From an optimization exercise on the open Yosys and OpenROAD flow, aimed at small area; shortcuts taken in it are not production practice. The RTL was checked by simulation tests, not by an equivalence proof against the original design. Power and IR drop assume default switching activity.

==> flow/design.v <==
`timescale 1ns / 1ps
module Frankie(
	input clock,
	input reset,
	input [15:0] io_in,
	output [15:0] io_out,
	output [15:0] mem_addr,
	output [15:0] mem_wdata,
	output mem_we,
	input [15:0] mem_rdata
	);
	reg [2:0] st;
	reg kern;             
	reg [15:0] pc, sp, mary, shel, ra, copc, comary, io_q;
	reg [15:2] ir;
	reg comp;
	localparam [2:0] S_F = 3'd0, S_D = 3'd1, S_E1 = 3'd2, S_E2 = 3'd3, S_K = 3'd4;
	wire sF = (st == S_F);
	wire sD = (st == S_D);
	wire sE1 = (st == S_E1);
	wire sE2 = (st == S_E2);
	wire sK = (st == S_K);
	wire rF = sF & ~reset;
	wire rD = sD & ~reset;
	wire rE1 = sE1 & ~reset;
	wire rE2 = sE2 & ~reset;
	wire rK = sK & ~reset;
	wire [4:0] op = ir[14:10];
	wire f = ir[15];
	wire [7:0] imm = ir[9:2];
	wire io = &imm;
	wire [15:0] memval = io ? io_in : mem_rdata;
	wire o_aput = (op == 5'd0);
	wire o_sput = (op == 5'd1);
	wire o_aadd = (op == 5'd2);
	wire o_asub = (op == 5'd3);
	wire o_spek = (op == 5'd4);
	wire o_spop = (op == 5'd5);
	wire o_rpop = (op == 5'd6);
	wire o_jimm = (op == 5'd7);
	wire o_jacc = (op == 5'd8);
	wire o_jcmp = (op == 5'd9);
	wire o_jret = (op == 5'd10);
	wire o_jfnc = (op == 5'd11);
	wire o_cequ = (op == 5'd12);
	wire o_cles = (op == 5'd13);
	wire o_cgre = (op == 5'd14);
	wire o_lorr = (op == 5'd15);
	wire o_land = (op == 5'd16);
	wire o_shfl = (op == 5'd17);
	wire o_shfr = (op == 5'd18);
	wire o_load = (op == 5'd19);
	wire o_stor = (op == 5'd20);
	wire o_bkac = (op == 5'd21);
	wire o_bkra = (op == 5'd22);
	wire o_swap = (op == 5'd23);
	wire o_cmp = o_cequ | o_cles | o_cgre;
	wire o_push = o_sput | o_bkac | o_bkra;
	wire o_pop = o_spop | o_rpop;
	wire o_shift = o_shfl | o_shfr;
	wire o_jump = o_jimm | o_jfnc | o_jcmp;
	wire two = o_aadd | o_asub | o_spek | o_pop | o_cmp | o_lorr |
	           o_land | o_shift | o_load;
	wire [15:0] B = (((f & ~o_sput) | o_swap)) ? shel : {8'b0, imm};
	wire [4:0] nop = mem_rdata[14:10];
	wire n_push = (nop == 5'd1) | (nop == 5'd21) | (nop == 5'd22);
	wire n_spek = (nop == 5'd4);
	wire n_jfnc = (nop == 5'd11);
	wire [7:0] limm = sD ? mem_rdata[9:2] : imm;
	wire [15:0] lsimm = {{6{limm[7]}}, limm, 2'b00};
	wire intr = (io_in != 16'd0) & ~kern & ~sK;
	wire a_pc = rF | (rD & n_jfnc) | (rE1 & f & (o_jacc | o_jump));
	wire a_sp = (rD & ~n_jfnc) | (rE1 & o_spek) | (rE2 & o_pop);
	wire a_mary = rE2 & ~o_pop;
	wire x_lsimm = (rD & n_spek) | (rE1 & o_spek);
	wire x_mary4 = rE1 & o_jacc & f;
	wire x_mary = rE1 & ((o_jacc & ~f) | o_stor | (o_bkac & ~f));
	wire x_ra = rE1 & (o_jret | o_bkra);
	wire x_B = (rE1 & (o_swap | o_sput | (o_bkac & f))) | (rE2 & ~o_pop);
	wire x_imm = rE1 & ~(o_spek | o_jacc | o_stor | o_bkac | o_jret | o_bkra | o_swap | o_sput);
	wire [15:0] aop = ({16{a_pc}} & pc) | ({16{a_sp}} & sp) | ({16{a_mary}} & mary);
	wire [15:0] xop = ({16{x_lsimm}} & lsimm) | ({16{x_mary4}} & {mary[11:0], 4'b0}) |
	                  ({16{x_mary}} & mary) | ({16{x_ra}} & ra) | ({16{x_B}} & B) |
	                  ({16{x_imm}} & {{8{imm[7] & (f | o_aput)}}, imm}) |    
	                  ({16{rK}} & 16'd254);
	wire inv = (rE1 & o_spek) | (rE2 & (o_pop | o_asub | o_cmp));
	wire cin = rF | (rD & n_push) | (rE1 & o_spek) | (rE2 & (o_asub | o_cmp));
	wire [15:0] sum = aop + (xop ^ {16{inv}}) + {15'b0, cin};
	wire zero = (sum == 16'd0);
	wire big = rE1 & (|B[15:4]);
	wire [3:0] sha = rE1 ? B[3:0] : 4'd0;
	wire [15:0] rmary = {mary[0], mary[1], mary[2], mary[3], mary[4], mary[5], mary[6], mary[7],
	                     mary[8], mary[9], mary[10], mary[11], mary[12], mary[13], mary[14], mary[15]};
	wire [15:0] shin = o_shfr ? rmary : mary;
	wire [15:0] shv = big ? 16'd0 : (shin << sha);
	wire sel_mem = rE2 & (o_spek | o_pop | o_load);
	wire sel_or = rE2 & o_lorr;
	wire sel_and = rE2 & o_land;
	wire sel_sh = (rE1 | rE2) & o_shift;
	wire sel_sum = ~(sel_mem | sel_or | sel_and | sel_sh);
	wire [15:0] res = ({16{sel_mem & io}} & io_in) | ({16{sel_mem & ~io}} & mem_rdata) |
	                  ({16{sel_or}} & (mary | B)) | ({16{sel_and}} & (mary & B)) |
	                  ({16{sel_sh}} & shv) | ({16{sel_sum}} & sum);
	wire ad_sp = sE1 & (o_push | o_spek | o_pop);
	wire ad_B = sE1 & (o_load | o_stor);
	assign mem_addr = ({16{ad_sp}} & sp) | ({16{ad_B}} & B) | ({16{~(ad_sp | ad_B)}} & pc);
	assign mem_we = sE1 & (o_stor | o_push) & ~io;
	assign mem_wdata = xop;
	assign io_out = io_q;
	wire ret = (pc == 16'd255);
	always @(posedge clock) begin
		if (reset) begin
			st <= S_F;
			kern <= 1'b0;
		end else begin
			if (intr) st <= S_K;
			else if (sF) st <= S_D;
			else if (sD) st <= S_E1;
			else if (sE1 & two) st <= S_E2;
			else st <= S_F;
			if (sK) kern <= 1'b1;
		end
	end
	always @(posedge clock) begin
		if (~kern & ~sK) copc <= pc;
		if (~kern & ~sK & ~(sE2 & o_shift)) comary <= mary;
	end
	always @(posedge clock) begin
		if (sD) ir <= mem_rdata[15:2];
	end
	always @(posedge clock) begin
		if (reset | (rE1 & o_stor & io)) io_q <= res;
	end
	wire pc_we = reset | rF | rK | (rE1 & (o_jret | o_jacc | o_jimm | o_jfnc | (o_jcmp & comp)));
	wire pc_co = rF & ret;
	always @(posedge clock)
		pc <= ({16{~pc_we}} & pc) | ({16{pc_co}} & copc) | ({16{pc_we & ~pc_co}} & res);
	always @(posedge clock) begin
		if (reset | (rD & (n_push | n_spek) & ~intr) | (rE1 & o_spek) | (rE2 & o_pop))
			sp <= sum;
	end
	wire mary_we = reset | (rF & ret) | (rE1 & ((o_aput & ~f) | o_swap | (o_shift & ~intr))) |
	    (rE2 & (((o_spek | o_spop) & ~f) | o_load | o_aadd | o_asub | o_lorr | o_land | o_shift));
	wire mary_co = rF & ret;
	always @(posedge clock)
		mary <= ({16{~mary_we}} & mary) | ({16{mary_co}} & comary) | ({16{mary_we & ~mary_co}} & res);
	wire shel_we = reset | (rE1 & ((o_aput & f) | o_swap)) | (rE2 & (o_spek | o_spop) & f);
	wire shel_sw = rE1 & o_swap;
	always @(posedge clock)
		shel <= ({16{~shel_we}} & shel) | ({16{shel_sw}} & mary) | ({16{shel_we & ~shel_sw}} & res);
	always @(posedge clock) begin
		if (reset | (rD & n_jfnc & ~intr) | (rE2 & o_rpop))
			ra <= res;
	end
	always @(posedge clock) begin
		if (reset) comp <= 1'b0;
		else if (sE2 & o_cmp)
			comp <= o_cequ ? zero : o_cles ? sum[15] : (~sum[15] & ~zero);
	end
endmodule
==> flow/flow/run.sh <==
#!/bin/bash
# Own flow: the standard layout (standard.sh), with
#  - synthesis mapping the logic with an area-oriented ABC script (flow/synth.tcl, flow/area.abc);
#    the registers are mapped before ABC runs, and this flow checks that they match the standard
#    synthesis's (names and cells), falling back to the standard synthesis if they do not,
#  - the smallest buffer (buf_1) on each port,
#  - a clock tree of clkbuf_8 buffers, without dummy loads.
# Each step's full output goes to a log file in this folder.
set -euo pipefail
W=$(pwd)
RES=orfs/results/sky130hd/Frankie/base

# the standard synthesis, as a reference for the registers
sed "s|WORK_HOME=[^ ]*|WORK_HOME=$W/orfs_ref|" standard.sh > ref_synth.sh
bash ref_synth.sh synth > $W/ref_synth.log 2>&1

bash standard.sh SYNTH_SCRIPT=$W/flow/synth.tcl synth > $W/synth.log 2>&1
if ! grep -q "abc with script" orfs/logs/*/Frankie/base/1_2_yosys.log ||
   ! python3 flow/regs.py orfs_ref/results/sky130hd/Frankie/base/1_2_yosys.v $RES/1_2_yosys.v > $W/regs.log 2>&1; then
  echo "falling back to the standard synthesis" >> $W/regs.log
  rm -rf orfs
  bash standard.sh synth > $W/synth.log 2>&1
fi

# the rest of the standard layout
bash standard.sh \
  "BUFFER_PORTS_ARGS=-buffer_cell sky130_fd_sc_hd__buf_1" \
  "CTS_ARGS=-sink_clustering_enable -repair_clock_nets -dont_use_dummy_load -buf_list sky130_fd_sc_hd__clkbuf_8 -root_buf sky130_fd_sc_hd__clkbuf_8" \
  finish > $W/layout.log 2>&1
==> flow/flow/area.abc <==
strash; dc2; &get -n; &deepsyn -T 40; &put; dch -f; amap; topo; stime -c; upsize -D 5000; dnsize -D 5000
==> flow/flow/regs.py <==
#!/usr/bin/env python3
"""regs.py REF MINE: exit 0 if both netlists have the same registers (instance name and cell
family), else print the difference and exit 1."""
import re
import sys

CELL = re.compile(r"^\s*(sky130_fd_sc_hd__\w+)\s+(\\\S+|\w+)\s*\(", re.M)


def regs(path):
    text = open(path).read()
    return {
        name.lstrip("\\"): re.sub(r"_\d+$", "", cell)
        for cell, name in CELL.findall(text)
        if re.search(r"__(e|s|se)?df", cell)
    }


ref, mine = regs(sys.argv[1]), regs(sys.argv[2])
if ref == mine and ref:
    print(f"registers match: {len(ref)}")
    sys.exit(0)
print(f"registers differ: reference {len(ref)}, this synthesis {len(mine)}")
for n in sorted(set(ref) ^ set(mine))[:20]:
    print("  ", n, ref.get(n), mine.get(n))
sys.exit(1)
==> flow/flow/synth.tcl <==
# The standard synthesis (synth_recipe.tcl), with ABC's technology mapping run on an
# area-oriented script (area.abc beside this file) instead of ORFS's speed script.
# Registers are mapped before ABC runs, so their names and cells are unchanged.
proc synth {args} { yosys synth -nofsm -noshare {*}$args }
set ::area_abc [file join [file dirname [file normalize [info script]]] area.abc]
proc abc {args} {
  set i [lsearch -exact $args -script]
  if {$i >= 0} {
    set args [lreplace $args [expr {$i + 1}] [expr {$i + 1}] $::area_abc]
  }
  puts "abc with script $::area_abc"
  yosys abc {*}$args
}
source $::env(SCRIPTS_DIR)/synth.tcl
# left out here: clear keep_hierarchy, flatten, clean up, hide names made inside functions, write 1_2_yosys.v
==> flow/standard.sh <==
#!/bin/bash
# synth_recipe.tcl (not shown) runs the flow's synth.tcl, then flattens the netlist and writes it again
# the make line also repeats each setting of config.mk as NAME=value (left out here)
make -C /OpenROAD-flow-scripts/flow DESIGN_CONFIG=/design/flow/config.mk WORK_HOME=/design/flow/orfs CLKGATE_MAP_FILE= SYNTH_SCRIPT=/design/flow/synth_recipe.tcl "${@:-finish}"
==> flow/config.mk <==
export PLATFORM = sky130hd
export DESIGN_NAME = Frankie
export DESIGN_NICKNAME = Frankie
export VERILOG_FILES = /design/flow/design.v
export SDC_FILE = /design/flow/constraint.sdc
export NUM_CORES = 4
export LEC_CHECK = 0
export CAP_MARGIN = 10
export CORE_MARGIN = 2
export CORE_UTILIZATION = 40
export GPL_TIMING_DRIVEN = 0
export PLACE_DENSITY = 0.6
export SLEW_MARGIN = 10
==> flow/constraint.sdc <==
create_clock -name core_clock -period 8.0 [get_ports {clock}]
set_input_delay 1.6000 -clock core_clock [delete_from_list [all_inputs] [get_ports {clock}]]
set_output_delay 1.6000 -clock core_clock [all_outputs]
set_load 0.01 [all_outputs]
==> run_results.csv <==
group,metric,value,unit
detailed_routing,drt_iter0_drc,1198,
yosys,syn_area,8440,um2
yosys,synth_compound_gate_area_share,28.2,%
finish,nets,1164,
detailed_routing,met2WireLength,16200,um
yosys,synthArstFlopShare,0,%
yosys,synth_top_family_by_area,"compound AO/OA/AOI/OAI gates",
floorplanning,fp.coreArea,20900,um2
setup_path,cp_data_arrival_time,7.83,ns
clocking,clk_pin_slew,0.07,ns
sta,fin_crit_sh,93.7,%
grt,grt_pass1_wl,55100,um
clocking,cts_max_level,4,
power_and_ir_drop,power,2.21,mW
floorplanning,io_pins,83,
grt,grt_max_degree,26,
finish,drive_above_1_share,7.55,%
yosys,yosys_warnings,1,
yosys,synth_xor_area_share,0.104,%
sta,maxSlewViolCount,0,
detailed_routing,met3_length,4780,um
grt,grt_overflow,0,
power_and_ir_drop,ir_worst_vdd,142,uV
sta,clock_skew,0.0423,ns
setup_path,path_max_fanout,16,
min_path,hold_depth,2,
yosys,syn_nets,1036,
yosys,ys_seq_elements,147,
grt,grt_pass1_vias,8347,
clocking,clock_sinks,147,
grt,grt_antenna_before_repair,0,
detailed_routing,wl_per_cell,27.7,um
detailed_routing,num_vias,9122,
floorplanning,die_w,149,um
floorplanning,start_util,40.4,%
detailed_routing,vias_per_cell,6.58,
yosys,synth-simple-area-share,16.2,%
clocking,cts_root_buf,"clkbuf_8",
setup_path,rr_worst_depth,38,
detailed_routing,drc_errors,0,
yosys,synthMuxAreaShare,0,%
detailed_routing,wl_met1,15800,um
setup_path,critPathKind,"in -> reg",
floorplanning,fp.dieH,149,um
run_status,status,"complete, no violations",
detailed_routing,firstDrtPassIters,6,
yosys,synth.avg_cell_area,8.56,um2
sta,fin_crit,7.49,ns
sta,worst_slew_pin_slew,1.32,ns
setup_path,startpoint_type,"primary input",
sta,max_freq,133,MHz
finish,n_antenna_cell,0,
sta,slew_headroom,10.9,%
clocking,numCtsBuffers,17,
job,maxCapViolations,0,
sta,timing.final.hold_violations,0,
setup_path,critPathCaptureType,"flip-flop",
placed_design,dp_hpwl,29400,um
detailed_routing,wirelength,38400,um
detailed_routing,ant_nets,0,
floorplanning,rows,53,
clocking,cts_buffer_depth,2,
sta,setup_violations,0,
min_path,min_path_type,"reg -> reg",
setup_path,required,8.33,ns
finish,post-route-util,47.0,%
clocking,tritoncts,"done",
power_and_ir_drop,cellPowerDensity,225,nW/um2
finish,syn2layout_area_growth,16.3,%
sta,setup_ws,0.507,ns
yosys,ys_seq_area_share,46.0,%
yosys,synth_fa_ha_area_share,2.55,%
clocking,insertion_delay,0.49,ns
power_and_ir_drop,p_leak,3.14,nW
placed_design,io_buffers,82,
setup_path,cp_slowest_cell,"nor4_1",
detailed_routing,top_layer,"met4",
placed_design,gp_congestion,1.01,
yosys,synthDistinctLibCells,47,
yosys,synth_ff_type,"edfxtp_1",
floorplanning,die_area,22300,um2
grt,grt_usage,34.5,%
yosys,synth-edff-count,94,
setup_path,cpMostUsedCell,"nor2_1",
setup_path,cpPeakStageDelay,0.92,ns
placed_design,dp_slack,-2.09,ns
yosys,syn-instance-count,986,
[cells in the final DEF, fill, tap and decap left out, types with 5 or more instances in the layout]
| cell type | count |
|---|---|
| a21oi_1 | 73 |
| a22oi_1 | 9 |
| o21ai_0 | 56 |
| nor2_2 | 5 |
| o22a_1 | 9 |
| buf_8 | 5 |
| nand4_1 | 9 |
| nor3_1 | 16 |
| a221oi_1 | 7 |
| edfxtp_1 | 94 |
| nor4_1 | 8 |
| dfxtp_1 | 53 |
| o21a_1 | 7 |
| a211oi_1 | 7 |
| nand3_1 | 15 |
| ha_1 | 14 |
| clkinv_1 | 151 |
| or4_1 | 5 |
| nand2b_1 | 5 |
| nor2_1 | 142 |
| o2111ai_1 | 8 |
| o22ai_1 | 28 |
| or3_1 | 5 |
| nor3_2 | 6 |
| a222oi_1 | 11 |
| buf_1 | 81 |
| buf_4 | 18 |
| nand2_1 | 91 |
| o211ai_1 | 9 |
| o221ai_1 | 69 |
| clkbuf_8 | 17 |
[cells by family (layout without fill, tap and decap cells)]
logic type                 count (synthesis)  count (layout)
AOI/OAI and AO/OA                        345             345
and+or+nand+nor                          321             322
buffers and inverters                    156             281
DFF                                      147             147
adders and majority gates                 16              16
xor gates and xnor gates                   1               1
[power breakdown]
part	internal [mW]	total, mW	switching (mW)	leakage, nW
Sequential	0.992	1.12	0.123	1.39
Combinational	0.179	0.648	0.469	1.63
Clock	0.187	0.448	0.261	0.122
Total	1.36	2.21	0.853	3.14
[area by class of cell]
type	count	area (um2)
Fill cell	2128	11100
Inverter	156	602
Clock buffer	17	234
Timing Repair Buffer	108	553
Multi-Input combinational cell	684	4200
Tap cell	275	344
Sequential cell	147	3880
[synth_stat cells (all sizes together), types with 2 or more instances]
cell | n | area share, %
a211oi | 7 | 0.62
nand2 | 92 | 4.1
clkinv | 156 | 6.9
or2 | 3 | 0.22
a221oi | 7 | 0.73
o32a | 2 | 0.24
o21ai | 65 | 3.9
fa | 2 | 0.47
o22ai | 32 | 2.4
or4 | 5 | 0.44
o32ai | 3 | 0.31
a22oi | 9 | 0.80
edfxtp | 94 | 33
ha | 14 | 2.1
nor4 | 9 | 0.67
o221a | 3 | 0.40
o211ai | 9 | 0.80
o221ai | 69 | 7.2
a31oi | 5 | 0.37
a2111oi | 6 | 0.62
nor2 | 150 | 6.7
nand2b | 5 | 0.37
nand4 | 9 | 0.67
nand3 | 16 | 0.95
a21oi | 76 | 4.5
or3 | 6 | 0.44
o22a | 9 | 0.93
o2111ai | 8 | 0.83
dfxtp | 53 | 13
o21a | 7 | 0.62
o41ai | 2 | 0.21
nor3 | 23 | 1.4
a311oi | 2 | 0.21
a21o | 4 | 0.36
a222oi | 11 | 1.3
o311a | 2 | 0.24
[flip-flops by register name, summed over array words and instances, names as in the netlist]
register	cells
st	3
mary	16
copc	16
ra	16
pc	16
comp	1
sp	16
shel	16
comary	16
ir	14
io_q	16
kern	1
[per-layer routing]
metal,global-route usage (%),vias to the layer above
met2,50.6,656
li1,-,3994
met3,9.97,100
met4,13.3,0
met5,0,-
met1,48.1,4372
[through the flow]
| stage | TNS (ns) | instance area, um2 | std cells | hold slack [ns] |
|---|---|---|---|---|
| after CTS | 0 | 9640 | 1376 | 0.453 |
| after detailed placement | -77.91 | 9310 | 1357 | 0.436 |
| after floorplan | 0 | 8440 | 986 | 0.425 |
| after global routing | -0.00249 | 9820 | 1387 | 0.464 |
| final | 0 | 9820 | 1387 | 0.452 |
| after global placement | -113.52 | 9090 | 1343 | 0.427 |
[timing repair]
| action | in CTS | in global routing |
|---|---|---|
| setup endpoints to repair | 82 | 19 |
| buffers inserted | 1 | 11 |
| gates resized for setup | 23 | 24 |
| pin swaps | 1 | 5 |
| hold buffers | 0 | 0 |
| gates cloned | 1 | 0 |
[worst paths after layout]
path / slack [ns] / end / start
hold reg to reg: 0.45 / mary[3] / comary[3]
setup / recovery: 0.51 / shel[15] / reset
hold / removal: 0.45 / mary[3] / comary[3]
setup reg to reg: 0.69 / shel[15] / ir[12]
[worst max-delay path: cells and delay by family]
family | cells | cell delay [ns]
buf+inv | 3 | 0.55
fa+ha+maj | 1 | 0.29
simple gates | 17 | 2.98
compound gates | 13 | 2.38

## re-timing with driven ports
How much do the figures lean on ideal ports? The routed layout below was timed once more, with nothing changed but the port constraints. Step 1: set_driving_cell puts a clkbuf_16 on clock and a buf_2 on each other input, an assumption about the parent block. Step 2, shift: input delay + t, output delay - t, t = (earliest + latest rising clock arrival at the registers) / 2. This alone moves slack from input paths to output paths. Three values: ideal, step 1, step 2; two values: the first two.
shift t [ns]: 0.508
setup slack, ns: 0.507 / 0.531 / 0.023
worst hold slack (ns): 0.452 / 0.452 / 0.452
clock arrival spread, ns: 0.043 / 0.042
After both steps this run still meets setup and hold. The setup slack of this run moves by +0.024 ns with the drivers and by -0.484 ns with both steps.
